Source: an optimization exercise on an open RTL-to-GDS flow (aim: small area, a short achievable clock period and few clock cycles). Production flows keep margins and buffers that such runs may drop.
RTL that was checked went through simulation tests only; none was proved equivalent to the original.
The RTL of run 7 was laid out without a check of its function.
No activity file was given, so power comes from the tool's default toggle rates.

$ cat flow/run.sh
#!/bin/bash
set -euo pipefail
bash standard.sh 'BUFFER_PORTS_ARGS=-buffer_cell sky130_fd_sc_hd__buf_1' \
  'CTS_ARGS=-sink_clustering_enable -repair_clock_nets -buf_list sky130_fd_sc_hd__clkbuf_8 -sink_clustering_size 40 -dont_use_dummy_load' \
  finish > make.log 2>&1
$ cat standard.sh
#!/bin/bash
# synth_recipe.tcl (not shown) runs the flow's synth.tcl, then flattens the netlist and writes it again
# the make line also repeats each setting of config.mk as NAME=value (left out here)
make -C /OpenROAD-flow-scripts/flow DESIGN_CONFIG=/design/flow/config.mk WORK_HOME=/design/flow/orfs CLKGATE_MAP_FILE= SYNTH_SCRIPT=/design/flow/synth_recipe.tcl "${@:-finish}"
$ cat config.mk
export PLATFORM = sky130hd
export DESIGN_NAME = registers
export DESIGN_NICKNAME = registers
export VERILOG_FILES = /design/flow/design.v
export SDC_FILE = /design/flow/constraint.sdc
export NUM_CORES = 4
export LEC_CHECK = 0
export ABC_AREA = 1
export CAP_MARGIN = 20
export CORE_AREA = 10 10 150 150
export CTS_BUF_LIST = sky130_fd_sc_hd__clkbuf_8
export CTS_CLUSTER_SIZE = 40
export DIE_AREA = 0 0 160 160
export PLACE_DENSITY = 0.5
export SETUP_SLACK_MARGIN = 2.2
export SLEW_MARGIN = 20
export SYNTH_HIERARCHICAL = 1
export TNS_END_PERCENT = 20
$ cat constraint.sdc
create_clock -name core_clock -period 4.0 [get_ports {axi_clk}]
set_input_delay 0.8000 -clock core_clock [delete_from_list [all_inputs] [get_ports {axi_clk}]]
set_output_delay 0.8000 -clock core_clock [all_outputs]
set_load 0.01 [all_outputs]
$ cat design.v
module registers (
	input				axi_clk,
	input		[11:0]	h2f_axi_awid,
	input		[29:0]	h2f_axi_awaddr,
	input				h2f_axi_awvalid,
	output	reg			h2f_axi_awready,
	input		[31:0]	h2f_axi_wdata,
	input		[3:0]	h2f_axi_wstrb,
	input				h2f_axi_wlast,
	input				h2f_axi_wvalid,
	output	reg			h2f_axi_wready,
	output		[11:0]	h2f_axi_bid,
	output		[1:0]	h2f_axi_bresp,
	output	reg			h2f_axi_bvalid,
	input				h2f_axi_bready,
	input		[11:0]	h2f_axi_arid,
	input		[29:0]	h2f_axi_araddr,
	input		[3:0]	h2f_axi_arlen,
	input				h2f_axi_arvalid,
	output	reg			h2f_axi_arready,
	output		[11:0]	h2f_axi_rid,
	output	reg	[31:0]	h2f_axi_rdata,
	output		[1:0]	h2f_axi_rresp,
	output	reg			h2f_axi_rlast,
	output	reg			h2f_axi_rvalid,
	input				h2f_axi_rready,
	input		[31:0]	reg_fpga_rev,
	input				reg_sw1_4,
	input				reg_sw1_3,
	input				reg_sw1_2,
	input				reg_sw1_1,
	output	reg			reg_jp3_4,
	output	reg			reg_jp3_3,
	output	reg			reg_jp3_2,
	output	reg			reg_jp3_1,
	output	reg			reg_led_8,
	output	reg			reg_led_7,
	output	reg			reg_led_6,
	input				reg_led_5,
	output	reg	[20:1]	reg_jp5,
	output	reg	[6:1]	reg_jp4_rxn,
	output	reg	[6:1]	reg_jp4_rxp,
	output	reg	[6:1]	reg_jp4_txn,
	output	reg	[6:1]	reg_jp4_txp,
	input				axi_rst
);
	assign h2f_axi_bresp = 2'b00;
	assign h2f_axi_rresp = 2'b00;
	reg		[11:0]	oid;
	assign h2f_axi_bid = oid;
	assign h2f_axi_rid = oid;
	reg				dir;		 
	reg				wact;		 
	reg				wfirst;		 
	reg				wbuf;		 
	reg				wapply;		 
	reg				bpend;		 
	reg				eng;		 
	reg				eng_new;	 
	reg		[4:0]	addr;		 
	reg		[3:0]	aux;		 
	reg		[11:0]	xid;		 
	reg		[3:0]	esel;		 
	wire aw_hs = h2f_axi_awvalid & h2f_axi_awready;
	wire w_hs  = h2f_axi_wvalid  & h2f_axi_wready;
	wire ar_hs = h2f_axi_arvalid & h2f_axi_arready;
	wire hs_id = aw_hs | ar_hs;
	wire [11:0] id_in = dir ? h2f_axi_arid : h2f_axi_awid;
	wire [3:0] hstb = {h2f_axi_rdata[31], h2f_axi_rdata[30], h2f_axi_rdata[23], h2f_axi_rdata[22]};
	wire [31:0] wcap = {h2f_axi_wstrb[3], h2f_axi_wstrb[2], h2f_axi_wdata[29:24],
	                    h2f_axi_wstrb[1], h2f_axi_wstrb[0], h2f_axi_wdata[21:0]};
	wire wk     = w_hs & (wact | aw_hs);		 
	wire lone_w = w_hs & ~wact & ~aw_hs;		 
	wire hb     = wbuf & aw_hs;					 
	wire bgen   = (wk & h2f_axi_wlast) | (hb & aux[0]);
	wire ob_free = ~h2f_axi_bvalid | h2f_axi_bready;
	wire wact_n   = (wact | aw_hs) & ~bgen;
	wire wfirst_n = aw_hs ? ~(w_hs | wbuf) : (wfirst & ~w_hs);
	wire wbuf_n   = (wbuf & ~aw_hs) | lone_w;
	wire wapply_n = wk | hb;
	wire bpend_n  = (bpend | bgen) & ~ob_free;
	wire bvalid_n = bgen | bpend | (h2f_axi_bvalid & ~h2f_axi_bready);
	wire out_free = ~h2f_axi_rvalid | h2f_axi_rready;
	wire rload    = (ar_hs | eng) & out_free;		 
	wire [3:0] rrem = eng ? aux : h2f_axi_arlen;
	wire [4:0] ra = h2f_axi_araddr[6:2];
	wire [3:0] adec = {ra == 5'd3, ra == 5'd2, ra == 5'd1, ra == 5'd0};
	wire [3:0] sel = eng ? esel : adec;
	wire [4:0] addr1 = addr + 5'd1;
	wire rfirst   = ar_hs | eng_new;
	wire eng_n    = rload ? (rrem != 4'd0) : (eng | ar_hs);
	wire eng_new_n = ~rload & (eng_new | ar_hs);
	wire rvalid_n = rload | (h2f_axi_rvalid & ~h2f_axi_rready);
	wire [31:0] w1 = {12'b0, reg_sw1_4, reg_sw1_3, reg_sw1_2, reg_sw1_1, 4'b0,
	                  reg_jp3_4, reg_jp3_3, reg_jp3_2, reg_jp3_1, 4'b0,
	                  reg_led_8, reg_led_7, reg_led_6, reg_led_5};
	wire [31:0] w2 = {12'b0, reg_jp5};
	wire [31:0] w3 = {2'b0, reg_jp4_rxn, 2'b0, reg_jp4_rxp, 2'b0, reg_jp4_txn, 2'b0, reg_jp4_txp};
	wire [3:0] rs = sel & {4{rload}};
	wire rs_w = ~rload & w_hs;
	wire rs_h = ~rload & ~w_hs;
	wire [31:0] rdata_n;
	registers_ao6 u_rd0 (rs[0], reg_fpga_rev[0], rs[1], w1[0], rs[2], w2[0], rs[3], w3[0], rs_w, wcap[0], rs_h, h2f_axi_rdata[0], rdata_n[0]);
	registers_ao6 u_rd1 (rs[0], reg_fpga_rev[1], rs[1], w1[1], rs[2], w2[1], rs[3], w3[1], rs_w, wcap[1], rs_h, h2f_axi_rdata[1], rdata_n[1]);
	registers_ao6 u_rd2 (rs[0], reg_fpga_rev[2], rs[1], w1[2], rs[2], w2[2], rs[3], w3[2], rs_w, wcap[2], rs_h, h2f_axi_rdata[2], rdata_n[2]);
	registers_ao6 u_rd3 (rs[0], reg_fpga_rev[3], rs[1], w1[3], rs[2], w2[3], rs[3], w3[3], rs_w, wcap[3], rs_h, h2f_axi_rdata[3], rdata_n[3]);
	registers_ao5 u_rd4 (rs[0], reg_fpga_rev[4], rs[2], w2[4], rs[3], w3[4], rs_w, wcap[4], rs_h, h2f_axi_rdata[4], rdata_n[4]);
	registers_ao5 u_rd5 (rs[0], reg_fpga_rev[5], rs[2], w2[5], rs[3], w3[5], rs_w, wcap[5], rs_h, h2f_axi_rdata[5], rdata_n[5]);
	registers_ao4 u_rd6 (rs[0], reg_fpga_rev[6], rs[2], w2[6], rs_w, wcap[6], rs_h, h2f_axi_rdata[6], rdata_n[6]);
	registers_ao4 u_rd7 (rs[0], reg_fpga_rev[7], rs[2], w2[7], rs_w, wcap[7], rs_h, h2f_axi_rdata[7], rdata_n[7]);
	registers_ao6 u_rd8 (rs[0], reg_fpga_rev[8], rs[1], w1[8], rs[2], w2[8], rs[3], w3[8], rs_w, wcap[8], rs_h, h2f_axi_rdata[8], rdata_n[8]);
	registers_ao6 u_rd9 (rs[0], reg_fpga_rev[9], rs[1], w1[9], rs[2], w2[9], rs[3], w3[9], rs_w, wcap[9], rs_h, h2f_axi_rdata[9], rdata_n[9]);
	registers_ao6 u_rd10 (rs[0], reg_fpga_rev[10], rs[1], w1[10], rs[2], w2[10], rs[3], w3[10], rs_w, wcap[10], rs_h, h2f_axi_rdata[10], rdata_n[10]);
	registers_ao6 u_rd11 (rs[0], reg_fpga_rev[11], rs[1], w1[11], rs[2], w2[11], rs[3], w3[11], rs_w, wcap[11], rs_h, h2f_axi_rdata[11], rdata_n[11]);
	registers_ao5 u_rd12 (rs[0], reg_fpga_rev[12], rs[2], w2[12], rs[3], w3[12], rs_w, wcap[12], rs_h, h2f_axi_rdata[12], rdata_n[12]);
	registers_ao5 u_rd13 (rs[0], reg_fpga_rev[13], rs[2], w2[13], rs[3], w3[13], rs_w, wcap[13], rs_h, h2f_axi_rdata[13], rdata_n[13]);
	registers_ao4 u_rd14 (rs[0], reg_fpga_rev[14], rs[2], w2[14], rs_w, wcap[14], rs_h, h2f_axi_rdata[14], rdata_n[14]);
	registers_ao4 u_rd15 (rs[0], reg_fpga_rev[15], rs[2], w2[15], rs_w, wcap[15], rs_h, h2f_axi_rdata[15], rdata_n[15]);
	registers_ao6 u_rd16 (rs[0], reg_fpga_rev[16], rs[1], w1[16], rs[2], w2[16], rs[3], w3[16], rs_w, wcap[16], rs_h, h2f_axi_rdata[16], rdata_n[16]);
	registers_ao6 u_rd17 (rs[0], reg_fpga_rev[17], rs[1], w1[17], rs[2], w2[17], rs[3], w3[17], rs_w, wcap[17], rs_h, h2f_axi_rdata[17], rdata_n[17]);
	registers_ao6 u_rd18 (rs[0], reg_fpga_rev[18], rs[1], w1[18], rs[2], w2[18], rs[3], w3[18], rs_w, wcap[18], rs_h, h2f_axi_rdata[18], rdata_n[18]);
	registers_ao6 u_rd19 (rs[0], reg_fpga_rev[19], rs[1], w1[19], rs[2], w2[19], rs[3], w3[19], rs_w, wcap[19], rs_h, h2f_axi_rdata[19], rdata_n[19]);
	registers_ao4 u_rd20 (rs[0], reg_fpga_rev[20], rs[3], w3[20], rs_w, wcap[20], rs_h, h2f_axi_rdata[20], rdata_n[20]);
	registers_ao4 u_rd21 (rs[0], reg_fpga_rev[21], rs[3], w3[21], rs_w, wcap[21], rs_h, h2f_axi_rdata[21], rdata_n[21]);
	registers_ao3 u_rd22 (rs[0], reg_fpga_rev[22], rs_w, wcap[22], rs_h, h2f_axi_rdata[22], rdata_n[22]);
	registers_ao3 u_rd23 (rs[0], reg_fpga_rev[23], rs_w, wcap[23], rs_h, h2f_axi_rdata[23], rdata_n[23]);
	registers_ao4 u_rd24 (rs[0], reg_fpga_rev[24], rs[3], w3[24], rs_w, wcap[24], rs_h, h2f_axi_rdata[24], rdata_n[24]);
	registers_ao4 u_rd25 (rs[0], reg_fpga_rev[25], rs[3], w3[25], rs_w, wcap[25], rs_h, h2f_axi_rdata[25], rdata_n[25]);
	registers_ao4 u_rd26 (rs[0], reg_fpga_rev[26], rs[3], w3[26], rs_w, wcap[26], rs_h, h2f_axi_rdata[26], rdata_n[26]);
	registers_ao4 u_rd27 (rs[0], reg_fpga_rev[27], rs[3], w3[27], rs_w, wcap[27], rs_h, h2f_axi_rdata[27], rdata_n[27]);
	registers_ao4 u_rd28 (rs[0], reg_fpga_rev[28], rs[3], w3[28], rs_w, wcap[28], rs_h, h2f_axi_rdata[28], rdata_n[28]);
	registers_ao4 u_rd29 (rs[0], reg_fpga_rev[29], rs[3], w3[29], rs_w, wcap[29], rs_h, h2f_axi_rdata[29], rdata_n[29]);
	registers_ao3 u_rd30 (rs[0], reg_fpga_rev[30], rs_w, wcap[30], rs_h, h2f_axi_rdata[30], rdata_n[30]);
	registers_ao3 u_rd31 (rs[0], reg_fpga_rev[31], rs_w, wcap[31], rs_h, h2f_axi_rdata[31], rdata_n[31]);
	wire wbusy_n = wact_n | wbuf_n | bpend_n | bvalid_n | wapply_n;
	wire rbusy_n = rvalid_n | eng_n;
	wire wbusy   = wact | wbuf | bpend | h2f_axi_bvalid | wapply;
	wire rbusy   = h2f_axi_rvalid | eng;
	wire dir_n   = wbusy_n ? 1'b0 :
	               rbusy_n ? 1'b1 :
	               wbusy   ? 1'b1 :
	               rbusy   ? 1'b0 :
	               dir     ? ~(h2f_axi_awvalid | h2f_axi_wvalid) :
	                         h2f_axi_arvalid;
	wire widle_n = ~wact_n & ~bpend_n & ~rbusy_n & ~dir_n;
	always @(posedge axi_clk) begin
		if (axi_rst) begin
			dir             <= 1'b0;
			wact            <= 1'b0;
			wfirst          <= 1'b0;
			wbuf            <= 1'b0;
			wapply          <= 1'b0;
			bpend           <= 1'b0;
			eng             <= 1'b0;
			eng_new         <= 1'b0;
			h2f_axi_bvalid  <= 1'b0;
			h2f_axi_rvalid  <= 1'b0;
			h2f_axi_awready <= 1'b0;
			h2f_axi_wready  <= 1'b0;
			h2f_axi_arready <= 1'b0;
		end else begin
			dir             <= dir_n;
			wact            <= wact_n;
			wfirst          <= wfirst_n;
			wbuf            <= wbuf_n;
			wapply          <= wapply_n;
			bpend           <= bpend_n;
			eng             <= eng_n;
			eng_new         <= eng_new_n;
			h2f_axi_bvalid  <= bvalid_n;
			h2f_axi_rvalid  <= rvalid_n;
			h2f_axi_awready <= widle_n;
			h2f_axi_wready  <= wact_n | (widle_n & ~wbuf_n);
			h2f_axi_arready <= ~eng_n & ~wbusy_n & dir_n;
		end
	end
	always @(posedge axi_clk) begin
		if (aw_hs)
			addr <= h2f_axi_awaddr[6:2];
		else if (w_hs & ~wfirst & wact)
			addr <= addr1;
		else if (ar_hs)
			addr <= ra;
		else if (rload & ~eng_new)
			addr <= addr1;
		if (ar_hs)
			esel <= out_free ? {adec[2:0], ra == 5'd31} : adec;
		else if (rload)
			esel <= {esel[2:0], eng_new ? addr == 5'd31 : addr == 5'd30};
		if (lone_w)
			aux[0] <= h2f_axi_wlast;
		else if (dir)
			aux <= rload ? rrem - 4'd1 : rrem;
		if (hs_id)
			xid <= id_in;
		if ((bgen | bpend) & ob_free | rload & rfirst)
			oid <= hs_id ? id_in : xid;
		h2f_axi_rdata <= rdata_n;
		if (rload)
			h2f_axi_rlast <= (rrem == 4'd0);
	end
	wire wr1 = wapply & (addr == 5'd1);
	wire wr2 = wapply & (addr == 5'd2);
	wire wr3 = wapply & (addr == 5'd3);
	wire [31:0] wd1 = h2f_axi_rdata | {32{axi_rst}};		 
	wire [11:8] wd0 = h2f_axi_rdata[11:8] & {4{~axi_rst}};	 
	always @(posedge axi_clk) begin
		if (wr1 & hstb[1] | axi_rst) {reg_jp3_4, reg_jp3_3, reg_jp3_2, reg_jp3_1} <= wd0[11:8];
		if (wr1 & hstb[0] | axi_rst) {reg_led_8, reg_led_7, reg_led_6} <= wd1[3:1];
		if (wr2 & hstb[2] | axi_rst) reg_jp5[20:17] <= wd1[19:16];
		if (wr2 & hstb[1] | axi_rst) reg_jp5[16:9]  <= wd1[15:8];
		if (wr2 & hstb[0] | axi_rst) reg_jp5[8:1]   <= wd1[7:0];
		if (wr3 & hstb[3] | axi_rst) reg_jp4_rxn <= wd1[29:24];
		if (wr3 & hstb[2] | axi_rst) reg_jp4_rxp <= wd1[21:16];
		if (wr3 & hstb[1] | axi_rst) reg_jp4_txn <= wd1[13:8];
		if (wr3 & hstb[0] | axi_rst) reg_jp4_txp <= wd1[5:0];
	end
endmodule
module registers_ao3 (input s0, input d0, input s1, input d1, input s2, input d2, output y);
	assign y = (s0 & d0) | (s1 & d1) | (s2 & d2);
endmodule
module registers_ao4 (input s0, input d0, input s1, input d1, input s2, input d2, input s3, input d3, output y);
	assign y = (s0 & d0) | (s1 & d1) | (s2 & d2) | (s3 & d3);
endmodule
module registers_ao5 (input s0, input d0, input s1, input d1, input s2, input d2, input s3, input d3, input s4, input d4, output y);
	assign y = (s0 & d0) | (s1 & d1) | (s2 & d2) | (s3 & d3) | (s4 & d4);
endmodule
module registers_ao6 (input s0, input d0, input s1, input d1, input s2, input d2, input s3, input d3, input s4, input d4, input s5, input d5, output y);
	assign y = (s0 & d0) | (s1 & d1) | (s2 & d2) | (s3 & d3) | (s4 & d4) | (s5 & d5);
endmodule
==> results of run 1 <==
## cell usage after synthesis (2+ instances only)
master and n:
clkbuf_1 8, buf_4 16, nor2_1 59, xor2_1 3, nor3_1 3, a31oi_1 14, o21ai_0 31, a21oi_1 10
nand2_1 308, nor3_2 3, xnor2_1 2, inv_1 74, or2_2 25, inv_2 2, and2_1 2, o22a_1 3
nand4_1 4, dfxtp_1 57, ha_1 4, o21a_1 2, edfxtp_1 77, nand2_2 4, nand3_1 19
## metal layers
layer / GRT usage [%] / vias up / share of wire [%]
li1: - / 2864 / -
met1: 19.37 / 2487 / 47
met5: 0 / - / 0
met2: 25.80 / 162 / 47
met3: 4.833 / 8 / 5.6
met4: 3.005 / 0 / 0.59
## worst max-delay path by stage
stage,slack [ns],start,to
global placement,1.28,h2f_axi_arvalid,h2f_axi_rdata[21]
finish,2.13,reg_jp5[4],reg_jp5[4]
CTS,2.09,h2f_axi_rdata[23],h2f_axi_rdata[23]
global route,2.08,h2f_axi_wready,h2f_axi_wready
detailed placement,1.24,h2f_axi_arvalid,h2f_axi_rdata[21]
floorplan,2.07,h2f_axi_araddr[5],h2f_axi_rdata[0]
## stage by stage
stage	area, um^2	instances
2_1_floorplan	6259	744
3_3_place_gp	7307	1214
3_5_place_dp	7307	1214
4_1_cts	7948	1253
5_1_grt	8228	1266
6_report	8228	1266
## modules after synthesis, one instance, submodules excluded
module	flops+latches	times used
registers_ao3	0	4
registers_ao4	0	12
registers_ao5	0	4
registers	134	1
registers_ao6	0	12
## registers in the layout (all words and copies together), names as in the netlist, 4 cells and up
name           flops
h2f_axi_rdata     32
reg_jp5           20
oid               12
xid               12
reg_jp4_rxn        6
reg_jp4_rxp        6
reg_jp4_txn        6
reg_jp4_txp        6
addr               5
aux                4
esel               4
## what timing repair did
action                                 4_1_cts  5_1_grt
gates resized for setup                     36       45
endpoints found under the hold margin        0        0
cloned                                       4        3
pin swaps                                    5       14
setup endpoints to repair                  162      202
setup buffers                               18       10
## power groups by stage
stage | Combinational (uW) | Sequential, uW | Clock (uW)
CTS | 1860 | 2240 | 861
detailed placement | 1620 | 2250 | 0
finish | 1900 | 2240 | 831
global route | 2150 | 2280 | 920
global placement | 1600 | 2250 | 0
floorplan | 1010 | 2290 | 0
## kinds of logic (layout without fill, tap and decap cells)
group,Yosys count,count (layout)
buffers and inverters,103,355
adders and majority gates,4,4
xor gates and xnor gates,5,5
other,1,4
AOI/OAI and AO/OA,64,67
and+or+nand+nor,430,432
DFF,134,134
## area by class of cell
cell class | instances | area [um^2] | area share, %
clock buffer | 17 | 234.0 | 2.844
tap | 265 | 331.6 | 4.030
sequential | 134 | 3461 | 42.06
inverter | 77 | 315.3 | 3.832
multi-input combinational | 512 | 2579 | 31.34
timing repair buffer | 261 | 1308 | 15.89
## placed cells by master (no fill, tap or decap), types with 7 or more instances in the layout
cell type,instances
a31oi_1,14
buf_1,219
buf_12,10
buf_4,20
clkbuf_8,17
dfxtp_1,53
edfxtp_1,77
inv_1,72
nand2_1,298
nand2_2,9
nand3_1,14
nor2_1,54
o21ai_0,19
o21ai_4,7
or2_2,25
==> summary.txt, run 1 <==
status=finished clean; DRT antenna net count=0; GRT overflow=0; TritonCTS clock tree=done; Netlist Area Pre-Place=roughly 6000 um^2; worst slack, placed=1.243 ns; DR iter-0 viols=just under 300; fill count=2,041; Finish-stage setup viols=0; Post-synth EDFFs=a little under 80; cell count along the critical path=1; Worst R2R Start=addr[0]; clock latency on the worst-skew pair=~0.44 ns; vias=about 5,500; xor/xnor cell area share of the yosys netlist=less than 1%; First-pass DRT Iterations=4; Clock Power Share=between 10% and 20%; Mapped Cells=741; # diodes=0; Die W=160 um; MaxCap Viol Count=0; RSZ-0062 raised after global routing=true; Reg-to-Reg End=reg_jp5[11]; core area=19,400 um^2; via/cell ratio=between 4 and 5; post-synthesis compound-gate area fraction=between 5 and 6%; Tot Pwr=4975 uW; clock slew at reported path FFs=roughly 0.07 ns; P_int=roughly 3100 uW; Crit-path slowest cell=edfxtp_1; antenna violations before repair=0; Worst Path Arrival=roughly 1.1 ns; area leader, netlist=edfxtp_1; # IOs=286; TNS Setup=0 ns; R2R cell count=5; Worst Path Required=about 3.2 ns; Worst Setup Start Kind=register; clock root buffer=clkbuf_8; final WL=~21,000 um; R2R setup slack=about 2.2 ns; htree depth=4; Synth Register Bits=134; Leakage=0.003469 uW; initial core utilization=a little under a third; relative slew slack=about three fifths; post-synth cell types=34; Final min period=between 1.5 and 2 ns; CP endpoint kind=output port; Synth top area share=between 30 and 40%; Critical path buffers and inverters=1; Die Area=around 26,000 um^2; Num CTS Buffers=17; Switching Fraction=~39%; Hold Path Sink=xid[10]; Gate power share=between 30% and 40%; Worst VDD drop=roughly 0.00027 V; Worst path max stage delay=between 0.4 and 0.5 ns; mux cell area share after synthesis=0%; Port-buffer cells=227; critical path's top delay family=flip-flops; worst-path cell chain=buf_1; most common flop cell mapped by yosys=edfxtp_1; Clock Tree Buf Depth=2; fin. max-slew vios=0; pin count of the biggest net entering global routing=39; Fin. Hold Viols=0; Post-Synth Simple-Gate Area=approximately 29%; wire per inst=16.47 um; GPL Wtd Cong=between 0.7 and 0.8; # DRC=0; Mapped Avg Cell Area=8.282 um^2; Hold WC Path Type=reg2reg; layout cells sized above 1=14.29%; f_max=~540 MHz; worst hold slack=a little under 0.5 ns; final worst setup slack=around 2.1 ns; fin nets=approximately 1,200; Synth Area in Adders=less than 1%; register area share after synthesis=~56%; Post-synth ARST share=0%; Synth area leaders=edfxtp_1, nand2_1, dfxtp_1, inv_1, nor2_1; number of global-route vias before repair=about 5,500; fin crit share=46.63%; Worst-Margin Slew=a little over 0.6 ns; worst-path fanout max=2; clock sink total=134; pwr dens=~600 nW/um^2; largest family of logic cells by synthesized area=simple AND/OR/NAND/NOR gates; HPWL Detailed=approximately 14,000 um; Sw Pwr=roughly 1900 uW; Die Y=between 150 and 200 um; Setup Skew=0.03538 ns; sequential share of power=roughly 45%; overall routing resource usage=roughly 15%; final core utilization=a little over two fifths; worst hold stages=2; Area Overhead vs Synth=34.07%; placement row count=roughly 50; critical setup path kind=reg2out; yosys warns=7; Worst Hold Launch=xid[10]; first-pass GRT wire length=just over 30,000 um; Hold Buf Count CTS=0
Testbench counts, summed over its fixed seeds: cycles 12,061.
==> run 2: changes to the inputs <==
--- a/config.mk
+++ b/config.mk
@@ -5,14 +5,13 @@
 export SDC_FILE = /design/flow/constraint.sdc
 export NUM_CORES = 4
 export LEC_CHECK = 0
-export ABC_AREA = 1
 export CAP_MARGIN = 20
 export CORE_AREA = 10 10 150 150
 export CTS_BUF_LIST = sky130_fd_sc_hd__clkbuf_8
 export CTS_CLUSTER_SIZE = 40
 export DIE_AREA = 0 0 160 160
 export PLACE_DENSITY = 0.5
-export SETUP_SLACK_MARGIN = 2.2
+export SETUP_SLACK_MARGIN = 2.1
 export SLEW_MARGIN = 20
 export SYNTH_HIERARCHICAL = 1
 export TNS_END_PERCENT = 20
==> run 2 against run 1 <==
Still clean on timing, DRC and antenna. Non-clock buffer count decreased by 11. Synthesized cell count shrank 34%. Sequential share of layout area increased by 4.9 points. Largest power group unchanged.
==> summary.txt, run 2 <==
status=finished clean; antenna violations before repair=0 (unchanged); Worst Path Arrival=2.22 ns (+1.15 ns); worst-path fanout max=17 (+15); overall routing resource usage=14.29% (-1.2 points); via/cell ratio=4.844 (+11%); MaxCap Viol Count=0 (unchanged); RSZ-0062 raised after global routing=true; First-pass DRT Iterations=7 (+3); Multi-input gate area=2185 um^2 (-15%); placement row count=51 (unchanged); GRT overflow=0 (unchanged); fill count=1,989 (-2.5%); final WL=19,030 um (-8.8%); Worst-Margin Slew=0.6650 ns (+0.05327 ns); area leader, netlist=edfxtp_1; htree depth=4 (unchanged); Hold Buf Count CTS=0 (unchanged); clock slew at reported path FFs=0.07 ns (about the same); fin. max-slew vios=0 (unchanged); Worst Hold Launch=xid[5]; Crit-path slowest cell=a222oi_1; number of global-route vias before repair=5,182 (-6.6%); most common flop cell mapped by yosys=edfxtp_1; Worst Path Required=4.31 ns (+1.11 ns); post-synth cell types=52 (+53%); HPWL Detailed=13,890 um (-0.82%); Die Y=160 um (unchanged); Die Area=25,600 um^2 (unchanged); critical setup path kind=in2reg; Finish-stage setup viols=0 (unchanged); Worst VDD drop=0.0002660 V (-2.7%); core area=19,400 um^2 (unchanged); pwr dens=637.2 nW/um^2 (+5.4%); Port-buffer cells=227 (unchanged); # IOs=286 (unchanged); critical path's top delay family=buffers and inverters; Leakage=0.002661 uW (-23%); Die W=160 um (unchanged); f_max=523.9 MHz (-2.3%); layout cells sized above 1=13.97% (-0.31 points); register area share after synthesis=59.90% (+3.6 points); Clock Tree Buf Depth=2 (unchanged); # DRC=0 (unchanged); TNS Setup=0 ns (unchanged); Mapped Avg Cell Area=11.84 um^2 (+43%); clock sink total=134 (unchanged); most flop-heavy register=h2f_axi_rdata; vias=4,820 (-13%); TritonCTS clock tree=done; worst-path cell chain=buf_1 -> nand2b_1 -> o21ai_4 -> inv_4 -> nor2_4 -> buf_12 -> buf_4 -> a222oi_1 -> nand2_1; Final min period=1.909 ns (+0.04341 ns); Synth area leaders=edfxtp_1, dfxtp_1, a22oi_1, mux2i_1, or2_2; Area Overhead vs Synth=27.71%; DRT antenna net count=0 (unchanged); Mapped Cells=487 (-34%); Worst R2R Start=eng; CP endpoint kind=register; DR iter-0 viols=311 (+7.2%); clock latency on the worst-skew pair=0.44 ns (about the same); wire per inst=19.12 um (+16%); yosys warns=7 (unchanged); Hold Path Sink=xid[5]; R2R cell count=5 (unchanged); worst hold stages=2 (unchanged); Setup Skew=0.03337 ns (-0.002017 ns); clock root buffer=clkbuf_8; # diodes=0 (unchanged); max FFs per register=32 (unchanged); Post-synth EDFFs=77 (unchanged); fin crit share=47.72% (+1.1 points); Worst path max stage delay=0.31 ns (-0.15 ns); first-pass GRT wire length=29,010 um (-6.8%); Hold WC Path Type=reg2reg; worst hold slack=0.4589 ns (-0.02606 ns); Worst Setup Start Kind=input port; Post-synth ARST share=0% (unchanged); Top Registers=h2f_axi_rdata: 32 flops, reg_jp5: 20 flops; Critical path buffers and inverters=4 (+3); Synth Register Bits=134 (unchanged); pin count of the biggest net entering global routing=34 (-13%); Num CTS Buffers=17 (unchanged); most frequent cells in the layout=buf_1, edfxtp_1, a22oi_1; top-count cell post-synth=edfxtp_1; Reg-to-Reg End=aux[2]; initial core utilization=29.72% (-1.9 points); Synth top area share=40.10% (+2.4 points); Fin. Hold Viols=0 (unchanged); fin nets=905 (-23%); GPL Wtd Cong=0.8353 (+6.1%); R2R setup slack=2.13 ns (-0.11 ns); Netlist Area Pre-Place=5766 um^2 (-6.1%); commonest non-fill, non-tap cell in the layout=buf_1; synth cell count leaders=edfxtp_1, a22oi_1, dfxtp_1, nand2_1, or2_2; Sequential Area=3456 um^2 (-0.14%); relative slew slack=55.67% (-3.5 points)
-- run 2: cell type report --
cell class | instances | area share, %
Sequential cell | 134 | 46.93
Clock buffer | 17 | 3.178
Tap cell | 265 | 4.503
Multi-Input combinational cell | 318 | 29.67
Timing Repair Buffer | 250 | 15.12
Inverter | 11 | 0.5947
-- run 2: worst max path at each step --
stage / start / end / slack (ns) / cells after the start
2_1_floorplan: h2f_axi_arvalid / h2f_axi_rdata[0] / 1.78 / 7
3_3_place_gp: h2f_axi_araddr[3] / h2f_axi_rdata[0] / 0.96 / 6
3_5_place_dp: h2f_axi_arvalid / h2f_axi_rdata[10] / 1.08 / 8
4_1_cts: addr[3] / reg_jp4_txn[1] / 2.03 / 3
5_1_grt: eng / aux[2] / 1.98 / 5
6_report: h2f_axi_rready / h2f_axi_rdata[12] / 2.09 / 9
-- run 2: where the power goes --
group | internal, uW | switching (uW) | leakage (uW)
sequential | 1970 | 342 | 0.00120
clock | 374 | 449 | 0.000122
combinational | 658 | 903 | 0.00134
-- run 2: logic make-up after synthesis --
family	after synthesis	synth area share [%]
AND/OR/NAND/NOR	148	13.46
XOR/XNOR	9	1.367
adder cells (fa/ha/maj)	4	0.8681
other	1	0.06504
buffers and inverters	40	4.080
multiplexers	24	4.188
AO/OA/AOI/OAI	127	16.08
flip-flops	134	59.90
-- run 2: routing by layer --
layer | GRT usage, % | up-vias | wire length (um)
met5 | 0 | - | 0
met4 | 3.965 | 0 | 240
met3 | 5.604 | 14 | 1613
met2 | 23.79 | 216 | 9002
met1 | 16.74 | 2288 | 8172
li1 | - | 2302 | -
-- run 2: Yosys stat by module, one instance, submodules excluded --
module         flip-flops and latches  cells inside  copies in the design  cell area (um^2)
registers                         134           383                     1              5070
registers_ao3                       0             2                     4             13.76
registers_ao4                       0             3                    12             18.77
registers_ao5                       0             3                     4             21.27
registers_ao6                       0             4                    12             27.53
-- run 2: worst min-delay path, stage by stage (launching register included) --
cell     delay, ns
dfxtp_1       0.30
nand2_1       0.04
o21ai_0       0.08
-- run 2: metrics by stage --
stage / cell area, um^2 / setup WS (ns) / power, uW / std cells / util (%)
finish: 7363 / 2.091 / 4692 / 995 / 37.96
global route: 7363 / 1.982 / 5017 / 995 / 37.96
CTS: 7350 / 2.028 / 4754 / 995 / 37.89
detailed placement: 6848 / 1.079 / 3765 / 959 / 35.30
global placement: 6845 / 0.9630 / 3713 / 959 / 35.29
floorplan: 5809 / 1.785 / 3175 / 490 / -
-- run 2: what timing repair did --
item | CTS | global route
pin swaps | 8 | 0
setup buffers | 17 | 0
setup endpoints to repair | 88 | 85
resized for setup | 8 | 5
gates cloned | 2 | 0
==> run 3: changes to the inputs <==
--- a/config.mk
+++ b/config.mk
@@ -11,7 +11,7 @@
 export CTS_CLUSTER_SIZE = 40
 export DIE_AREA = 0 0 160 160
 export PLACE_DENSITY = 0.5
-export SETUP_SLACK_MARGIN = 2.1
+export SETUP_SLACK_MARGIN = 2.15
 export SLEW_MARGIN = 20
 export SYNTH_HIERARCHICAL = 1
 export TNS_END_PERCENT = 20
==> run 3 against run 2 <==
Sequential share of layout area fell by 0.30 points. Cell area up 0.71%. Die area is the same. Still clean on timing, DRC and antenna. Worst hold slack improved by 0.0017 ns. Sequential cell count did not move. Clock skew is 0.0015 ns lower. Combinational power about the same. Largest cell class unchanged. Critical path type unchanged. Routed wire length is essentially flat. Area after synthesis did not move. Critical path depth is 4 lower.
==> summary.txt, run 3 <==
final WL=19,030 um (about the same); core area=19,400 um^2 (unchanged); Worst-Margin Slew=0.5991 ns (-0.06585 ns); worst-path fanout max=25 (+8); Fin. Hold Viols=0 (unchanged); first-pass GRT wire length=29,010 um (unchanged); Setup Skew=0.03186 ns (-0.001512 ns); HPWL Detailed=13,890 um (unchanged); critical setup path kind=in2reg; Die W=160 um (unchanged); most common flop cell mapped by yosys=edfxtp_1; Num CTS Buffers=17 (unchanged); TritonCTS clock tree=done; pin count of the biggest net entering global routing=34 (unchanged); Die Area=25,600 um^2 (unchanged); most frequent cells in the layout=buf_1, edfxtp_1, a22oi_1; Mapped Avg Cell Area=11.84 um^2 (unchanged); TNS Setup=0 ns (unchanged); Area Overhead vs Synth=28.62%; MaxCap Viol Count=0 (unchanged); area leader, netlist=edfxtp_1; placement row count=51 (unchanged); clock latency on the worst-skew pair=0.44 ns (about the same); Synth area leaders=edfxtp_1, dfxtp_1, a22oi_1, mux2i_1, or2_2; max FFs per register=32 (unchanged); Synth top area share=40.10% (unchanged); GPL Wtd Cong=0.8353 (unchanged); relative slew slack=60.06% (+4.4 points); clock root buffer=clkbuf_8; pwr dens=633.8 nW/um^2 (-0.54%); vias=4,821 (+0.021%); htree depth=4 (unchanged); DR iter-0 viols=311 (unchanged); Netlist Area Pre-Place=5766 um^2 (unchanged); Post-synth EDFFs=77 (unchanged); Post-synth ARST share=0% (unchanged); clock slew at reported path FFs=0.06 ns (about the same); CP endpoint kind=register; number of global-route vias before repair=5,182 (unchanged); top-count cell post-synth=edfxtp_1; Worst Path Required=4.07 ns (-0.24 ns); DRT antenna net count=0 (unchanged); most flop-heavy register=h2f_axi_rdata; layout cells sized above 1=15.44% (+1.5 points); wire per inst=19.09 um (-0.19%); Hold WC Path Type=reg2reg; Mapped Cells=487 (unchanged); f_max=531.8 MHz (+1.5%); Finish-stage setup viols=0 (unchanged); antenna violations before repair=0 (unchanged); Leakage=0.002686 uW (+0.96%); # diodes=0 (unchanged); Port-buffer cells=227 (unchanged); # DRC=0 (unchanged); Top Registers=h2f_axi_rdata: 32 flops, reg_jp5: 20 flops; fin nets=907 (+0.22%); register area share after synthesis=59.90% (unchanged); via/cell ratio=4.836 (-0.18%); Worst Setup Start Kind=input port; overall routing resource usage=14.29% (unchanged); post-synth cell types=52 (unchanged); clock sink total=134 (unchanged); RSZ-0062 raised after global routing=true; Final min period=1.880 ns (-0.02844 ns); First-pass DRT Iterations=7 (unchanged); commonest non-fill, non-tap cell in the layout=buf_1; Die Y=160 um (unchanged); GRT overflow=0 (unchanged); Worst Path Arrival=1.95 ns (-0.27 ns); initial core utilization=29.72% (unchanged); worst hold slack=0.4606 ns (+0.001674 ns); Worst VDD drop=0.0002683 V (+0.86%); yosys warns=7 (unchanged); synth cell count leaders=edfxtp_1, a22oi_1, dfxtp_1, nand2_1, or2_2; fin. max-slew vios=0 (unchanged); Hold Buf Count CTS=0 (unchanged); Clock Tree Buf Depth=2 (unchanged); # IOs=286 (unchanged); Synth Register Bits=134 (unchanged); fin crit share=47.01% (-0.71 points); status=finished clean
run 3: final timing paths:
check,end,start,cells after the start,slack (ns)
hold / removal,xid[5],xid[5],2,0.46
hold reg to reg,xid[5],xid[5],2,0.46
setup reg to reg,reg_jp5[1],addr[3],3,2.26
setup / recovery,addr[0],h2f_axi_awvalid,5,2.12
run 3: critical path, cell delays in order:
cell	delay [ns]
buf_1	0.14
and2_2	0.30
nor2_1	0.13
buf_4	0.26
o221ai_1	0.34
run 3: layout make-up:
type	count	area, um^2
clock buffers	17	234.0
fillers	1985	11980
inverters	11	46.29
multi-input cells	318	2213
flip-flops and latches	134	3458
well taps	265	331.6
repair buffers	252	1132
run 3: cells by family after synthesis:
| kind of cell | count (synthesis) | synth area share (%) |
|---|---|---|
| simple gates | 148 | 13.46 |
| flops | 134 | 59.90 |
| compound gates | 127 | 16.08 |
| buf+inv | 40 | 4.080 |
| mux | 24 | 4.188 |
| xor+xnor | 9 | 1.367 |
| fa+ha+maj | 4 | 0.8681 |
| other cells | 1 | 0.06504 |
run 3: Yosys stat by module, one instance, submodules excluded:
module / cell area [um^2] / copies in the design
registers_ao6: 27.53 / 12
registers_ao5: 21.27 / 4
registers_ao3: 13.76 / 4
registers_ao4: 18.77 / 12
registers: 5070 / 1
run 3: report_power, final:
| group | internal (uW) | switching, uW |
|---|---|---|
| registers | 1970 | 344 |
| clock network | 374 | 447 |
| logic | 662 | 906 |
| total | 3000 | 1700 |
run 3: metal layers:
layer / track usage [%] / wire, um / up-vias
met3: 5.604 / 1636 / 12
met1: 16.74 / 8184 / 2276
met4: 3.965 / 242 / 0
li1: - / - / 2309
met5: 0 / 0 / -
met2: 23.79 / 8968 / 224
run 3: repair_timing:
action | in CTS | in global routing
pin swaps | 8 | 1
gates resized for setup | 13 | 14
hold endpoints to repair | 0 | 0
setup endpoints to repair | 100 | 142
buffers inserted | 17 | 2
gates cloned | 2 | 0
run 3: per-stage QoR:
stage	setup slack (ns)	cell area (um^2)	utilization, %	std cells	power, uW
finish	2.120	7416	38.23	997	4700
global route	2.031	7416	38.23	997	5028
CTS	2.039	7358	37.93	995	4758
detailed placement	1.079	6848	35.30	959	3765
global placement	0.9630	6845	35.29	959	3713
floorplan	1.785	5809	-	490	3175
==> run 4: changes to the inputs <==
--- a/config.mk
+++ b/config.mk
@@ -11,7 +11,7 @@
 export CTS_CLUSTER_SIZE = 40
 export DIE_AREA = 0 0 160 160
 export PLACE_DENSITY = 0.5
-export SETUP_SLACK_MARGIN = 2.15
+export SETUP_SLACK_MARGIN = 2.25
 export SLEW_MARGIN = 20
 export SYNTH_HIERARCHICAL = 1
 export TNS_END_PERCENT = 20
==> run 4 against run 3 <==
Global-route usage is essentially flat. Combinational power grew 17%. Via count grew 2.3%. Still clean on timing, DRC and antenna. Highest routed layer unchanged.
==> summary.txt, run 4 <==
met2 routed WL=9185 um (+2.4%); Worst Hold Launch=xid[5]; Finish-stage setup viols=0 (unchanged); most common flop cell mapped by yosys=edfxtp_1; commonest non-fill, non-tap cell in the layout=buf_1; # DRC=0 (unchanged); fin area=7815 um^2 (+5.4%); Worst Setup Start Kind=register; worst hold stages=2 (unchanged); Fin. Hold Viols=0 (unchanged); TritonCTS clock tree=done; Hold Buf Count CTS=0 (unchanged); Post-synth EDFFs=77 (unchanged); Post-synth ARST share=0% (unchanged); clock sink total=134 (unchanged); Setup Skew=0.03060 ns (-0.001260 ns); pwr dens=634.2 nW/um^2 (about the same); First-pass DRT Iterations=7 (unchanged); Mapped Avg Cell Area=11.84 um^2 (unchanged); number of global-route vias before repair=5,176 (-0.12%); placement row count=51 (unchanged); initial core utilization=29.72% (unchanged); Die Area=25,600 um^2 (unchanged); Switching Fraction=35.12% (-0.99 points); HPWL Detailed=13,890 um (unchanged); final core utilization=40.29% (+2.1 points); clock slew at reported path FFs=0.09 ns (+0.03 ns); synth cell count leaders=edfxtp_1, a22oi_1, dfxtp_1, nand2_1, or2_2; Synth Register Bits=134 (unchanged); Die W=160 um (unchanged); GRT overflow=0 (unchanged); fin nets=933 (+2.9%); critical setup path kind=reg2out; Crit-path slowest cell=edfxtp_1; post-synth cell types=52 (unchanged); area leader, netlist=edfxtp_1; fill count=1,946 (-2.0%); vias=4,930 (+2.3%); most flop-heavy register=h2f_axi_rdata; status=finished clean; htree depth=4 (unchanged); Worst R2R Start=h2f_axi_arready; Worst path max stage delay=0.44 ns (+0.10 ns); antenna violations before repair=0 (unchanged); Hold Path Sink=xid[5]; yosys warns=7 (unchanged); final WL=19,280 um (+1.3%); Worst VDD drop=0.0002735 V (+1.9%); Worst Path Required=3.20 ns (-0.87 ns); worst-path fanout max=2 (-92%); CP endpoint kind=output port; Final min period=1.840 ns (-0.04047 ns); clock root buffer=clkbuf_8; sequential share of power=46.6% (-2.6 points); top-count cell post-synth=edfxtp_1; # diodes=0 (unchanged); dpl cells=959 (unchanged); core area=19,400 um^2 (unchanged); register area share after synthesis=59.90% (unchanged); Area Overhead vs Synth=35.55%; Clock Power Share=16.5% (-1.0 points); wire per inst=18.85 um (-1.3%); Mapped Cells=487 (unchanged); Sw Pwr=1741 uW (+2.6%); Clock Tree Buf Depth=2 (unchanged); Top Registers=h2f_axi_rdata: 32 flops, reg_jp5: 20 flops; P_int=3216 uW (+7.1%); # IOs=286 (unchanged); layout cells sized above 1=23.35% (+7.9 points); overall routing resource usage=14.30% (about the same); max FFs per register=32 (unchanged); Hold WC Path Type=reg2reg; Tot Pwr=4956 uW (+5.5%); Max Used Layer=met4; DR iter-0 viols=313 (+0.64%); first-pass GRT wire length=29,020 um (about the same); Worst Path Arrival=1.04 ns (-0.91 ns); TNS Setup=0 ns (unchanged); f_max=543.5 MHz (+2.2%); worst-path cell chain=clkbuf_2; Num CTS Buffers=17 (unchanged); clock latency on the worst-skew pair=0.44 ns (about the same); Gate power share=36.9% (+3.5 points); MaxCap Viol Count=0 (unchanged); placed inst area=6848 um^2 (unchanged); Synth area leaders=edfxtp_1, dfxtp_1, a22oi_1, mux2i_1, or2_2; critical path's top delay family=flip-flops; Finished Layout Cells=1,023 (+2.6%); most frequent cells in the layout=buf_1, edfxtp_1, a22oi_1; via/cell ratio=4.819 (-0.34%); fin. max-slew vios=0 (unchanged); Port-buffer cells=227 (unchanged); Critical path buffers and inverters=1 (-1); GPL Wtd Cong=0.8353 (unchanged); R2R setup slack=2.30 ns (+0.04 ns); R2R cell count=7 (+4); Netlist Area Pre-Place=5766 um^2 (unchanged); wire length on met3=1564 um (-4.4%); Reg-to-Reg End=h2f_axi_rdata[4]; RSZ-0062 raised after global routing=true; DRT antenna net count=0 (unchanged); met1 wire length=8302 um (+1.4%); pin count of the biggest net entering global routing=34 (unchanged); Leakage=0.002932 uW (+9.2%); Synth top area share=40.10% (unchanged); fin crit share=46.00% (-1.0 points); Die Y=160 um (unchanged)
==> run 4: cell types whose count changed in the layout (fill, tap and decap cells not counted), moves of 6 or more <==
cell,change
buf_1,-22
buf_4,+20
buf_6,+18
dfxtp_1,-13
dfxtp_2,+7
clkbuf_2,+6
dfxtp_4,+6
==> run 4: power groups by stage <==
stage	Combinational [uW]	Clock, uW	Sequential [uW]
2_1_floorplan	876	0	2300
3_3_place_gp	1410	0	2300
3_5_place_dp	1450	0	2320
4_1_cts	1630	862	2310
5_1_grt	2030	912	2360
6_report	1830	818	2310
==> run 4: worst max path at each step <==
stage                           start                 to  slack (ns)  cells after the start
finish                 reg_jp4_txn[6]     reg_jp4_txn[6]        2.16                      1
global route           reg_jp4_txn[6]     reg_jp4_txn[6]        2.09                      1
CTS                    h2f_axi_wready     h2f_axi_wready        2.09                      1
detailed placement    h2f_axi_arvalid  h2f_axi_rdata[10]        1.08                      8
global placement    h2f_axi_araddr[3]   h2f_axi_rdata[0]        0.96                      6
floorplan             h2f_axi_arvalid   h2f_axi_rdata[0]        1.78                      7
==> run 4: cells by family after synthesis <==
kind of cell	after synthesis	share of synthesized area [%]
adder cells (fa/ha/maj)	4	0.8681
buffers and inverters	40	4.080
flip-flops	134	59.90
multiplexers	24	4.188
other	1	0.06504
XOR/XNOR	9	1.367
AO/OA/AOI/OAI	127	16.08
AND/OR/NAND/NOR	148	13.46
==> run 4: metal layers <==
metal	vias to the layer above	GRT usage, %
li1	2362	-
met1	2337	16.85
met2	218	23.79
met3	13	5.604
met4	0	3.756
met5	-	0
==> run 4: repair_timing <==
| item | CTS | global route |
|---|---|---|
| gates cloned | 2 | 0 |
| setup endpoints to repair | 216 | 199 |
| setup buffers | 19 | 26 |
| resized for setup | 24 | 84 |
| pin swaps | 9 | 3 |
==> run 4: layout make-up <==
type | count | area (um^2) | share of cell area [%]
Sequential cell | 134 | 3490 | 44.65
Clock buffer | 17 | 234.0 | 2.994
Tap cell | 265 | 331.6 | 4.243
Timing Repair Buffer | 278 | 1470 | 18.81
Inverter | 11 | 46.29 | 0.5924
Multi-Input combinational cell | 318 | 2243 | 28.71
==> run 4: tightest hold or removal path, cell delays in order, from the launching register on <==
cell and delay [ns]:
dfxtp_1 0.31, nand2_1 0.04, o21ai_0 0.08
==> run 4: Yosys stat by module, one instance, submodules excluded <==
module | cells inside | area [um^2] | times used
registers | 383 | 5070 | 1
registers_ao3 | 2 | 13.76 | 4
registers_ao4 | 3 | 18.77 | 12
registers_ao5 | 3 | 21.27 | 4
registers_ao6 | 4 | 27.53 | 12
==> run 4: stage by stage <==
step           setup WS (ns)  hold slack (ns)
6_report               2.160           0.4587
5_1_grt                2.085           0.4884
4_1_cts                2.089           0.4665
3_5_place_dp           1.079           0.4634
3_3_place_gp          0.9630           0.4380
2_1_floorplan          1.785           0.4266
==> run 5: changes to the inputs <==
--- a/config.mk
+++ b/config.mk
@@ -11,7 +11,7 @@
 export CTS_CLUSTER_SIZE = 40
 export DIE_AREA = 0 0 160 160
 export PLACE_DENSITY = 0.5
-export SETUP_SLACK_MARGIN = 2.25
+export SETUP_SLACK_MARGIN = 2.3
 export SLEW_MARGIN = 20
 export SYNTH_HIERARCHICAL = 1
 export TNS_END_PERCENT = 20
==> run 5 against run 4 <==
Power up 1.9%. Combinational power up 4%. Cell count up 0.68%. Clock power down 0.7%. Largest cell class unchanged.
==> summary.txt, run 5 <==
First-pass DRT Iterations=6 (-1); RSZ-0062 raised after global routing=true; DRT antenna net count=0 (unchanged); fin nets=940 (+0.75%); Reg-to-Reg End=aux[2]; synth cell count leaders=edfxtp_1, a22oi_1, dfxtp_1, nand2_1, or2_2; MaxCap Viol Count=0 (unchanged); Area Overhead vs Synth=39.39%; Port-buffer cells=227 (unchanged); Top Registers=h2f_axi_rdata: 32 flops, reg_jp5: 20 flops; Post-synth ARST share=0% (unchanged); Worst Path Required=3.20 ns (about the same); Setup Skew=0.02373 ns (-0.006862 ns); fin crit share=45.17% (-0.83 points); placement row count=51 (unchanged); initial core utilization=29.72% (unchanged); worst setup path start=reg_jp5[19]; first-pass GRT wire length=30,710 um (+5.8%); Hold Buf Count CTS=0 (unchanged); htree depth=4 (unchanged); worst hold slack=0.4589 ns (+0.0002200 ns); yosys warns=7 (unchanged); # diodes=0 (unchanged); Mapped Avg Cell Area=11.84 um^2 (unchanged); pin count of the biggest net entering global routing=53 (+56%); most common flop cell mapped by yosys=edfxtp_1; Clock Tree Buf Depth=2 (unchanged); Mapped Cells=487 (unchanged); register area share after synthesis=59.90% (unchanged); largest family of logic cells by synthesized area=compound AO/OA/AOI/OAI gates; via/cell ratio=4.899 (+1.7%); top-count cell post-synth=edfxtp_1; fill count=1,901 (-2.3%); most frequent cells in the layout=buf_1, edfxtp_1, a22oi_1; Post-synth EDFFs=77 (unchanged); TNS Setup=0 ns (unchanged); Hold Path Sink=xid[7]; Worst VDD drop=0.0002411 V (-12%); Synth Register Bits=134 (unchanged); CP endpoint kind=output port; core area=19,400 um^2 (unchanged); Die Area=25,600 um^2 (unchanged); fin. max-slew vios=0 (unchanged); post-synth cell types=52 (unchanged); Netlist Area Pre-Place=5766 um^2 (unchanged); Final min period=1.807 ns (-0.03317 ns); mux cell area share after synthesis=4.188% (unchanged); Worst R2R Start=eng; Num CTS Buffers=17 (unchanged); DR iter-0 viols=348 (+11%); overall routing resource usage=15.37% (+1.1 points); area leader, netlist=edfxtp_1; Synth Area in Adders=0.8681% (unchanged); Crit-path slowest cell=edfxtp_1; HPWL Detailed=13,860 um (-0.27%); Synth area leaders=edfxtp_1, dfxtp_1, a22oi_1, mux2i_1, or2_2; Critical path buffers and inverters=1 (unchanged); Finish-stage setup viols=0 (unchanged); R2R cell count=5 (-2); post-synthesis compound-gate area fraction=16.08% (unchanged); relative slew slack=~41%; Fin. Hold Viols=0 (unchanged); GRT overflow=0 (unchanged); Post-Synth Simple-Gate Area=13.45% (unchanged); GPL Wtd Cong=0.8437 (+1.0%); layout cells sized above 1=29.67% (+6.3 points); antenna violations before repair=0 (unchanged); R2R setup slack=2.31 ns (about the same); Leakage=0.003069 uW (+4.6%); Die W=160 um (unchanged); critical setup path kind=reg2out; Worst path max stage delay=0.42 ns (-0.02 ns); commonest non-fill, non-tap cell in the layout=buf_1; status=finished clean; Worst Setup Start Kind=register; number of global-route vias before repair=5,242 (+1.3%); Worst Hold Launch=xid[7]; final WL=20,500 um (+6.3%); cell count along the critical path=1 (unchanged); vias=5,046 (+2.4%); xor/xnor cell area share of the yosys netlist=1.367% (unchanged); worst-path fanout max=2 (unchanged); Hold WC Path Type=reg2reg; Die Y=160 um (unchanged); # DRC=0 (unchanged); clock slew at reported path FFs=0.08 ns (about the same); critical path's top delay family=flip-flops; Synth top area share=40.10% (unchanged); most flop-heavy register=h2f_axi_rdata; Worst-Margin Slew=just under 0.9 ns; f_max=553.5 MHz (+1.8%); worst hold stages=2 (unchanged); TritonCTS clock tree=done; worst-path cell chain=clkbuf_2; # IOs=286 (unchanged); max FFs per register=32 (unchanged); wire per inst=19.91 um (+5.6%); pwr dens=628.5 nW/um^2 (-0.90%); Worst Path Arrival=1.01 ns (-0.03 ns); clock root buffer=clkbuf_8; clock sink total=134 (unchanged); clock latency on the worst-skew pair=0.43 ns (about the same)
-- run 5: modules after synthesis (local to each module, per instance) --
module	flip-flops and latches	cells inside
registers_ao5	0	3
registers_ao4	0	3
registers_ao6	0	4
registers_ao3	0	2
registers	134	383
-- run 5: per-stage QoR --
| stage | power (uW) | cell area, um^2 | setup WS [ns] | std cells | util (%) |
|---|---|---|---|---|---|
| 6_report | 5051 | 8036 | 2.193 | 1030 | 41.43 |
| 4_1_cts | 4823 | 7602 | 2.124 | 1005 | 39.19 |
| 5_1_grt | 5383 | 8036 | 2.124 | 1030 | 41.43 |
| 3_5_place_dp | 3753 | 6830 | 1.063 | 957 | 35.21 |
| 3_3_place_gp | 3714 | 6830 | 1.103 | 957 | 35.21 |
| 2_1_floorplan | 3175 | 5809 | 1.785 | 490 | - |
-- run 5: report_power, final --
part | switching (uW) | internal, uW
logic | 1010 | 900
registers | 331 | 2000
clock network | 438 | 374
-- run 5: layout make-up --
type	instances	area (um^2)	share of cell area [%]
Clock buffer	17	234.0	2.911
Inverter	11	43.79	0.5449
Multi-Input combinational cell	320	2312	28.77
Sequential cell	134	3505	43.61
Tap cell	265	331.6	4.126
Timing Repair Buffer	283	1610	20.04
-- run 5: cells by family (layout without fill, tap and decap cells) --
logic type / count (synthesis) / in the layout
mux: 24 / 24
flops: 134 / 134
fa+ha+maj: 4 / 4
other cells: 1 / 4
simple gates: 148 / 152
xor+xnor: 9 / 9
compound gates: 127 / 127
buf+inv: 40 / 311
-- run 5: worst max path at each step --
stage / slack (ns) / to
6_report: 2.19 / reg_jp5[19]
5_1_grt: 2.12 / reg_jp5[17]
4_1_cts: 2.12 / h2f_axi_rdata[22]
3_5_place_dp: 1.06 / h2f_axi_rdata[13]
3_3_place_gp: 1.10 / h2f_axi_rdata[13]
2_1_floorplan: 1.78 / h2f_axi_rdata[0]
-- run 5: layer usage --
| metal | vias to the layer above | wire length, um | global-route usage (%) |
|---|---|---|---|
| li1 | 2378 | - | - |
| met4 | 0 | 451 | 5.050 |
| met1 | 2399 | 8570 | 17.34 |
| met3 | 25 | 1701 | 6.478 |
| met5 | - | 0 | 0 |
| met2 | 244 | 9779 | 25.70 |
-- run 5: what timing repair did --
item / CTS / global route
setup buffers: 25 / 25
setup endpoints to repair: 217 / 286
resized for setup: 55 / 123
gates cloned: 6 / 0
hold endpoints to repair: 0 / 0
pin swaps: 19 / 2
==> run 6: changes to the inputs <==
--- a/config.mk
+++ b/config.mk
@@ -11,7 +11,7 @@
 export CTS_CLUSTER_SIZE = 40
 export DIE_AREA = 0 0 160 160
 export PLACE_DENSITY = 0.5
-export SETUP_SLACK_MARGIN = 2.3
+export SETUP_SLACK_MARGIN = 2.2
 export SLEW_MARGIN = 20
 export SYNTH_HIERARCHICAL = 1
 export TNS_END_PERCENT = 20
==> run 6 against run 5 <==
Fmax fell by 2.0%. Count of clock-buffer cells in the layout did not move. Cell count fell by 2.1%. Largest power group unchanged.
==> summary.txt, run 6 <==
DRT antenna net count=0 (unchanged); TritonCTS clock tree=done; Worst-Margin Slew=0.5708 ns (-0.3150 ns); Synth top area share=40.10% (unchanged); Post-synth EDFFs=77 (unchanged); GPL Wtd Cong=0.8353 (-1.0%); placement row count=51 (unchanged); Worst Path Arrival=1.04 ns (+0.03 ns); placed inst area=6848 um^2 (+0.26%); pin count of the biggest net entering global routing=34 (-36%); final WL=19,120 um (-6.7%); clock sink total=134 (unchanged); core area=19,400 um^2 (unchanged); Fin. Hold Viols=0 (unchanged); Die W=160 um (unchanged); fin. max-slew vios=0 (unchanged); fill count=1,970 (+3.6%); # IOs=286 (unchanged); worst-path cell chain=clkbuf_2; pwr dens=637.5 nW/um^2 (+1.4%); worst slack, placed=1.079 ns (+0.01545 ns); Mapped Cells=487 (unchanged); # diodes=0 (unchanged); Port-buffer cells=227 (unchanged); TNS Setup=0 ns (unchanged); relative slew slack=61.95% (+21 points); Netlist Area Pre-Place=5766 um^2 (unchanged); RSZ-0062 raised after global routing=true; Hold WC Path Type=reg2reg; Clock Tree Buf Depth=2 (unchanged); Worst VDD drop=0.0002773 V (+15%); yosys warns=7 (unchanged); # DRC=0 (unchanged); status=finished clean; Post-Synth Simple-Gate Area=13.45% (unchanged); MaxCap Viol Count=0 (unchanged); worst hold slack=0.4587 ns (-0.0002710 ns); Area Overhead vs Synth=31.75%; CP endpoint kind=output port; DR iter-0 viols=317 (-8.9%); GRT overflow=0 (unchanged); Finish-stage setup viols=0 (unchanged); antenna violations before repair=0 (unchanged); clock root buffer=clkbuf_8; number of global-route vias before repair=5,172 (-1.3%); Top Registers=h2f_axi_rdata: 32 flops, reg_jp5: 20 flops; commonest non-fill, non-tap cell in the layout=buf_1; Die Area=25,600 um^2 (unchanged); Final min period=1.844 ns (+0.03727 ns); fin crit share=46.10% (+0.93 points); Num CTS Buffers=17 (unchanged); Mapped Avg Cell Area=11.84 um^2 (unchanged); most common flop cell mapped by yosys=edfxtp_1; clock slew at reported path FFs=0.09 ns (about the same); Worst Path Required=3.20 ns (about the same); Post-synth ARST share=0% (unchanged); final worst setup slack=2.156 ns (-0.03727 ns); fin area=7596 um^2 (-5.5%); Worst Setup Start Kind=register; critical path's top delay family=flip-flops; most frequent cells in the layout=buf_1, edfxtp_1, a22oi_1; met1 usage=16.85% (-0.49 points); Die Y=160 um (unchanged); critical setup path kind=reg2out; Synth area leaders=edfxtp_1, dfxtp_1, a22oi_1, mux2i_1, or2_2; top-count cell post-synth=edfxtp_1; Hold Buf Count CTS=0 (unchanged); most flop-heavy register=h2f_axi_rdata; Leakage=0.002825 uW (-8.0%); first-pass GRT wire length=29,010 um (-5.5%); Sequential Area=3485 um^2 (-0.57%); Worst path max stage delay=0.44 ns (+0.02 ns); layout cells sized above 1=20.86% (-8.8 points); vias=4,857 (-3.7%); post-synth cell types=52 (unchanged); largest family of logic cells by synthesized area=compound AO/OA/AOI/OAI gates; Multi-input gate area=2223 um^2 (-3.8%); synth cell count leaders=edfxtp_1, a22oi_1, dfxtp_1, nand2_1, or2_2; htree depth=4 (unchanged); overall routing resource usage=14.30% (-1.1 points); mux cell area share after synthesis=4.188% (unchanged); clock latency on the worst-skew pair=0.44 ns (about the same); Synth Register Bits=134 (unchanged); Tot Pwr=4842 uW (-4.1%); register area share after synthesis=59.90% (unchanged); max FFs per register=32 (unchanged); Synth Area in Adders=0.8681% (unchanged); area leader, netlist=edfxtp_1; Critical path buffers and inverters=1 (unchanged); Setup Skew=0.03316 ns (+0.009423 ns); post-synthesis compound-gate area fraction=16.08% (unchanged); HPWL Detailed=13,890 um (+0.27%); First-pass DRT Iterations=7 (+1); fin nets=918 (-2.3%); via/cell ratio=4.818 (-1.6%); GR Layer Usage met3=5.604% (-0.87 points); wire per inst=18.97 um (-4.7%); xor/xnor cell area share of the yosys netlist=1.367% (unchanged); f_max=542.3 MHz (-2.0%); initial core utilization=29.72% (unchanged); GR met2 Demand/Resource=23.77% (-1.9 points); Crit-path slowest cell=edfxtp_1; worst-path fanout max=2 (unchanged); gr busiest metal=met2
-- run 6: cell counts after synthesis --
Identical to the previous run, type by type.
-- run 6: power breakdown --
group / internal, uW / total (uW) / leakage [uW] / switching (uW)
combinational: 766 / 1710 / 0.00150 / 941
sequential: 1980 / 2320 / 0.00121 / 334
clock: 374 / 818 / 0.000122 / 444
total: 3120 / 4840 / 0.00282 / 1720
-- run 6: final timing paths --
| kind | cells after the start | start | slack (ns) | to |
|---|---|---|---|---|
| setup / recovery | 1 | reg_jp4_txn[6] | 2.16 | reg_jp4_txn[6] |
| hold / removal | 2 | xid[5] | 0.46 | xid[5] |
| setup reg to reg | 3 | addr[3] | 2.22 | reg_jp5[1] |
| hold reg to reg | 2 | xid[5] | 0.46 | xid[5] |
-- run 6: layout make-up --
cell class | count | share of cell area (%)
multi-input cells | 318 | 29.27
well taps | 265 | 4.365
inverters | 11 | 0.6095
flip-flops and latches | 134 | 45.87
clock buffers | 17 | 3.080
repair buffers | 263 | 16.80
-- run 6: modules after synthesis (local to each module, per instance) --
module | area, um^2 | flops+latches
registers_ao4 | 18.77 | 0
registers_ao6 | 27.53 | 0
registers | 5070 | 134
registers_ao3 | 13.76 | 0
registers_ao5 | 21.27 | 0
-- run 6: cell families (layout without fill, tap and decap cells) --
logic type,Yosys count,count (layout)
XOR/XNOR,9,9
AND/OR/NAND/NOR,148,150
adder cells (fa/ha/maj),4,4
AO/OA/AOI/OAI,127,127
flip-flops,134,134
other,1,4
multiplexers,24,24
buffers and inverters,40,291
-- run 6: metal layers --
metal  wire length (um)  part of all wire [%]
met1               8189                    43
met2               9093                    48
met3               1646                   8.6
met4                194                   1.0
met5                  0                     0
-- run 6: repair_timing --
action                                  4_1_cts  5_1_grt
pin swaps                                     8        3
setup buffers                                19       11
gates cloned                                  2        0
endpoints found under the setup margin      195      196
gates resized for setup                      18       53
-- run 6: per-stage QoR --
| stage | util [%] | std cells |
|---|---|---|
| 2_1_floorplan | - | 490 |
| 3_3_place_gp | 35.29 | 959 |
| 3_5_place_dp | 35.30 | 959 |
| 4_1_cts | 38.22 | 997 |
| 5_1_grt | 39.16 | 1008 |
| 6_report | 39.16 | 1008 |
==> run 7: changes to the inputs <==
--- a/design.v
+++ b/design.v
@@ -96,9 +96,10 @@
 	                  reg_led_8, reg_led_7, reg_led_6, reg_led_5};
 	wire [31:0] w2 = {12'b0, reg_jp5};
 	wire [31:0] w3 = {2'b0, reg_jp4_rxn, 2'b0, reg_jp4_rxp, 2'b0, reg_jp4_txn, 2'b0, reg_jp4_txp};
-	wire [3:0] rs = sel & {4{rload}};
-	wire rs_w = ~rload & w_hs;
-	wire rs_h = ~rload & ~w_hs;
+	wire stall = h2f_axi_rvalid & ~h2f_axi_rready;
+	wire [3:0] rs = sel & {4{dir & ~stall}};
+	wire rs_w = ~dir & h2f_axi_wready;
+	wire rs_h = dir ? stall : ~h2f_axi_wready;
 	wire [31:0] rdata_n;
 	registers_ao6 u_rd0 (rs[0], reg_fpga_rev[0], rs[1], w1[0], rs[2], w2[0], rs[3], w3[0], rs_w, wcap[0], rs_h, h2f_axi_rdata[0], rdata_n[0]);
 	registers_ao6 u_rd1 (rs[0], reg_fpga_rev[1], rs[1], w1[1], rs[2], w2[1], rs[3], w3[1], rs_w, wcap[1], rs_h, h2f_axi_rdata[1], rdata_n[1]);
==> run 7 against run 6 <==
Still clean on timing, DRC and antenna. Via count up 2.3%. Sequential cell count is the same. Area after synthesis decreased by 0.46%. First-iteration DRC count is 22% higher. Register-to-register slack about the same. Worst hold slack gained 0.0017 ns. Sequential share of layout area shrank 0.40 points. Count of clock-buffer cells in the layout did not move. Non-clock buffer count shrank 6. Die area stayed put. Critical path type is now in2reg.
==> summary.txt, run 7 <==
htree depth=4 (unchanged); post-synth cell types=51 (-1.9%); # DRC=0 (unchanged); # IOs=286 (unchanged); Final min period=1.822 ns (-0.02172 ns); antenna violations before repair=0 (unchanged); yosys warns=7 (unchanged); Gate power share=36.8% (+1.6 points); MaxCap Viol Count=0 (unchanged); Port-buffer cells=227 (unchanged); core area=19,400 um^2 (unchanged); Worst Setup Start Kind=input port; via/cell ratio=4.952 (+2.8%); synth cell count leaders=edfxtp_1, a22oi_1, dfxtp_1, nand2_1, or2_2; commonest non-fill, non-tap cell in the layout=buf_1; pwr dens=650.7 nW/um^2 (+2.1%); status=finished clean; Mapped Avg Cell Area=11.83 um^2 (about the same); fin crit share=45.56% (-0.54 points); Worst Path Required=4.13 ns (+0.93 ns); Worst Path Arrival=1.95 ns (+0.91 ns); Fin. Hold Viols=0 (unchanged); most frequent cells in the layout=buf_1, edfxtp_1, a22oi_1; fill count=1,963 (-0.36%); RSZ-0062 raised after global routing=true; TNS Setup=0 ns (unchanged); Clock Power Share=16.7% (-0.2 points); area leader, netlist=edfxtp_1; fin nets=913 (-0.54%); top-count cell post-synth=edfxtp_1; dpl cells=953 (-0.63%); placement row count=51 (unchanged); Finished Layout Cells=1,003 (-0.50%); clock latency on the worst-skew pair=0.43 ns (about the same); layout cells sized above 1=19.11% (-1.8 points); first-pass GRT wire length=31,060 um (+7.1%); Synth top area share=40.29% (+0.18 points); Synth Register Bits=134 (unchanged); Sw Pwr=1881 uW (+9.4%); Mapped Cells=485 (-0.41%); # diodes=0 (unchanged); P_int=3099 uW (-0.79%); critical setup path kind=in2reg; Synth area leaders=edfxtp_1, dfxtp_1, a22oi_1, mux2i_1, or2_2; Die W=160 um (unchanged); DR iter-0 viols=387 (+22%); Netlist Area Pre-Place=5739 um^2 (-0.46%); Setup Skew=0.02368 ns (-0.009482 ns); initial core utilization=29.59% (-0.14 points)
## run 7: critical path, stage by stage
cell and delay [ns]:
buf_1 0.12, and2_2 0.37, o21ai_4 0.16, buf_4 0.17
o22ai_4 0.16, buf_12 0.16
## run 7: final timing paths
path,from,endpoint,slack [ns],cells after the start
max reg2reg,eng,h2f_axi_arready,2.22,5
min,xid[3],xid[3],0.46,2
max,h2f_axi_arvalid,oid[3],2.18,6
min reg2reg,xid[3],xid[3],0.46,2
## run 7: per-stage QoR
step | worst slack [ns] | instance area, um^2 | total power (uW) | util [%]
after floorplan | 2.019 | 5846 | 3273 | -
after global placement | 1.338 | 6875 | 3822 | 35.44
after detailed placement | 1.373 | 6875 | 3857 | 35.44
after CTS | 2.109 | 7486 | 4905 | 38.59
after global routing | 2.084 | 7652 | 5297 | 39.45
final | 2.178 | 7652 | 4980 | 39.45
## run 7: area by class of cell
cell class              count  share of cell area, %
flip-flops and latches    134                  45.47
multi-input cells         320                  30.51
repair buffers            257                  16.14
well taps                 265                  4.333
clock buffers              17                  3.058
inverters                  10                 0.4905
## run 7: cell families (layout without fill, tap and decap cells)
| family | count (synthesis) | count (layout) | synth area share, % |
|---|---|---|---|
| AO/OA/AOI/OAI | 127 | 128 | 16.33 |
| XOR/XNOR | 8 | 8 | 1.221 |
| adder cells (fa/ha/maj) | 4 | 4 | 0.8721 |
| buffers and inverters | 40 | 284 | 3.837 |
| flip-flops | 134 | 134 | 60.17 |
| multiplexers | 23 | 23 | 4.033 |
| other | 1 | 4 | 0.06534 |
| AND/OR/NAND/NOR | 148 | 153 | 13.47 |
## run 7: timing repair
item,in CTS,in global routing
pin swaps,12,4
setup endpoints to repair,220,194
setup buffers,15,12
cloned,5,1
gates resized for setup,32,28
## run 7: power by group through the flow
stage	logic [uW]	clock network [uW]	registers [uW]
3_5_place_dp	1550	0	2300
4_1_cts	1730	865	2310
5_1_grt	2030	916	2360
3_3_place_gp	1530	0	2290
6_report	1830	831	2310
2_1_floorplan	956	0	2320
## run 7: Yosys stat by module (local to each module, per instance)
| module | cells | flops+latches | times used | cell area, um^2 |
|---|---|---|---|---|
| registers_ao4 | 3 | 0 | 12 | 18.77 |
| registers_ao5 | 3 | 0 | 4 | 21.27 |
| registers | 381 | 134 | 1 | 5044 |
| registers_ao6 | 4 | 0 | 12 | 27.53 |
| registers_ao3 | 2 | 0 | 4 | 13.76 |
## run 7: routing by layer
metal	track usage [%]	wire length (um)
met2	24.98	9795
met5	0	0
met3	5.861	1985
met4	4.007	203
met1	19.08	9048

Re-timed with assumed drivers on the ports (clkbuf_16 on the clock, buf_2 on other inputs), run 7 has 2.147 ns of setup slack against 2.178 ns with ideal ports, and 1.723 ns once port delays also move by the mid clock arrival of 0.457 ns.
